From an optimization exercise on the open Yosys and OpenROAD flow, aimed at small area; shortcuts taken in it are not production practice.
The RTL was checked by simulation tests, not by an equivalence proof against the original design.
The flow treats the clock pin as an ideal source. Dropping or thinning the clock tree relies on that and would not hold on a real chip.
Power and IR drop assume default switching activity.

==> module keyboard, before the edit <==
module keyboard(
    input  wire       clk,
    input  wire       reset,
    input  wire [3:0] row,
    output wire [3:0] col,
    output wire [2:0] dpos,
    output wire       kb_en,     
    output wire [1:0] kb_cls     
);
reg [7:0] c200;
reg [2:0] m5;
reg [2:0] dp;
reg       ninit;
reg [15:0] key;      
reg       first;     
reg ev1, ev2;
reg dg1, dg2;
wire disp_end = c200[1] & ~c200[2] & ~c200[4] & ~c200[5] & ~c200[6] & ~c200[7];
wire kb_end   = disp_end & m5[2];
wire [3:0] p  = ~row & ~(key[3:0] & {4{~first}});
always @(posedge clk, posedge reset) begin
    if (reset) begin
        c200 <= 8'b00000110;
        m5 <= 0; dp <= 0; ninit <= 0; ev1 <= 0; ev2 <= 0;
        first <= 1'b1;
    end else begin
        ninit <= 1'b1;
        c200 <= {c200[6:0], c200[7] ^ c200[5] ^ (c200[3] & ~c200[4])};
        if (disp_end) begin
            m5 <= {m5[1] & m5[0], m5[1] ^ m5[0], ~m5[0] & ~m5[2]};
            dp <= dp + 3'd1;
        end
        if (kb_end & dp[1] & dp[0]) first <= 1'b0;
        ev1 <= kb_end & (|p);
        ev2 <= ev1;
    end
end
always @(posedge clk) begin
    if (kb_end) key <= {~row, key[15:4]};
    dg1 <= p[3] & ~p[2] & ~p[1] & ~p[0] & (dp[1:0] != 2'd0);
    dg2 <= dg1;
end
wire [1:0] cpos = dp[1:0] - m5[1:0];
assign col    = ninit ? ~(4'b0001 << cpos) : 4'b1111;
assign dpos   = dp;
assign kb_en  = ev2;
assign kb_cls = {dg2 & dp[1], dg2 & ~(dp[1] & dp[0])};
endmodule
export LEC_CHECK = 0
export CAP_MARGIN = 20
export CORE_MARGIN = 2
export CORE_UTILIZATION = 65
export CTS_BUF_LIST = sky130_fd_sc_hd__clkbuf_4
export SLEW_MARGIN = 20
create_clock -name core_clock -period 10.0 [get_ports {clk}]
standard.sh (not shown) runs the stock make flow with config.mk's settings and CLKGATE_MAP_FILE= SYNTH_SCRIPT=/design/flow/synth_recipe.tcl, a recipe that flattens the netlist after the stock synthesis.
==> flow/flow/run.sh <==
#!/bin/bash
# Own layout flow: the standard ORFS flow with these changes:
#  - synthesis maps the combinational logic with several area-oriented ABC
#    scripts (flow/abc_*.script) and keeps the smallest result, and leaves
#    half/full adders to ABC (no adder cell extraction); registers are
#    untouched;
#  - ports are buffered with buf_1;
#  - the clock tree is one level of MY_CTS_K clock buffers built by
#    flow/cts_hook.tcl in place of ORFS's H-tree.
# Each step's full output goes to ORFS's own logs under orfs/logs; make's
# output goes to make.log here.
set -euo pipefail
here=$(pwd)
export MY_ABC_SCRIPTS="$(ls "$here"/flow/abc_*.script | tr '\n' ' ')"
export MY_CTS_K=${MY_CTS_K:-2}
export MY_CTS_BUF=${MY_CTS_BUF:-sky130_fd_sc_hd__clkbuf_16}
bash standard.sh SYNTH_SCRIPT="$here/flow/synth.tcl" ADDER_MAP_FILE= \
  "BUFFER_PORTS_ARGS=-buffer_cell sky130_fd_sc_hd__buf_1" \
  "PRE_CTS_TCL=$here/flow/cts_hook.tcl" \
  finish > "$here/make.log" 2>&1
Other scripts of this flow, unchanged in this note and not shown: flow/flow/abc_s1.script, flow/flow/abc_s10.script, flow/flow/abc_s9.script, flow/flow/abc_t2.script, flow/flow/abc_t3.script, flow/flow/abc_t7.script, flow/flow/abc_t8.script, flow/flow/cts_hook.tcl, flow/flow/synth.tcl
The first run passed the timing, DRC and antenna checks.
Change:
--- a/flow/design.v
+++ b/flow/design.v
@@ -18,9 +18,9 @@
 wire disp_end = c200[1] & ~c200[2] & ~c200[4] & ~c200[5] & ~c200[6] & ~c200[7];
 wire kb_end   = disp_end & m5[2];
-wire [3:0] p  = ~row & ~(key[3:0] & {4{~first}});
+wire [3:0] p  = ~row & (key[3:0] | {4{first}});
 always @(posedge clk, posedge reset) begin
     if (reset) begin
         c200 <= 8'b00000110;
-        m5 <= 0; dp <= 0; ninit <= 0; ev1 <= 0; ev2 <= 0;
+        m5 <= 0; dp <= 0; ninit <= 0; ev2 <= 0;
         first <= 1'b1;
     end else begin
@@ -32,10 +32,10 @@
         end
         if (kb_end & dp[1] & dp[0]) first <= 1'b0;
-        ev1 <= kb_end & (|p);
         ev2 <= ev1;
     end
 end
 always @(posedge clk) begin
-    if (kb_end) key <= {~row, key[15:4]};
+    ev1 <= kb_end & (|p);
+    if (kb_end) key <= {row, key[15:4]};
     dg1 <= p[3] & ~p[2] & ~p[1] & ~p[0] & (dp[1:0] != 2'd0);
     dg2 <= dg1;
@@ -45,5 +45,5 @@
 assign dpos   = dp;
 assign kb_en  = ev2;
-assign kb_cls = {dg2 & dp[1], dg2 & ~(dp[1] & dp[0])};
+assign kb_cls = {dg2 & dp[1], dg2 & ~dp[0]};   
 endmodule
 module state_machine(
After rerunning:
- critical path depth does not change
- clock skew goes down by 0.017 ns
- final area is about the same
- die area came out lower slightly
- routed wire length went up slightly
- sequential power is about the same
- combinational power rises by about a fifth
- total power rises by a few percent
- area after synthesis decreases slightly
- sequential share of layout area came out lower by 0.17 points
- via count rose slightly
- setup slack loses 0.0068 ns
No run of this note takes its clock network from TritonCTS; it comes from the design's own scripts or RTL.

-- port drivers added, routing unchanged --
Ports are ideal in the flow. The routed layouts listed here were re-timed in OpenROAD.
Step 1, drivers: a clkbuf_16 drives clk and a buf_2 each remaining input, both assumed.
Step 2, shift: input delay + t, output delay - t, t = (earliest + latest rising clock arrival at the registers) / 2. This alone moves slack from input paths to output paths.
Three values: no drivers, after step 1, after step 2; two values: the first two.
run | t (ns) | slack for setup (ns) | worst data-port slew with drivers (ns) | pins driven straight from the clock port
the first run | 0.205 | 5.809 / 5.766 / 5.971 | 0.04 | 2
the second run | 0.200 | 5.802 / 5.758 / 5.958 | 0.03 | 2
After both steps setup and hold are still met in every run listed.
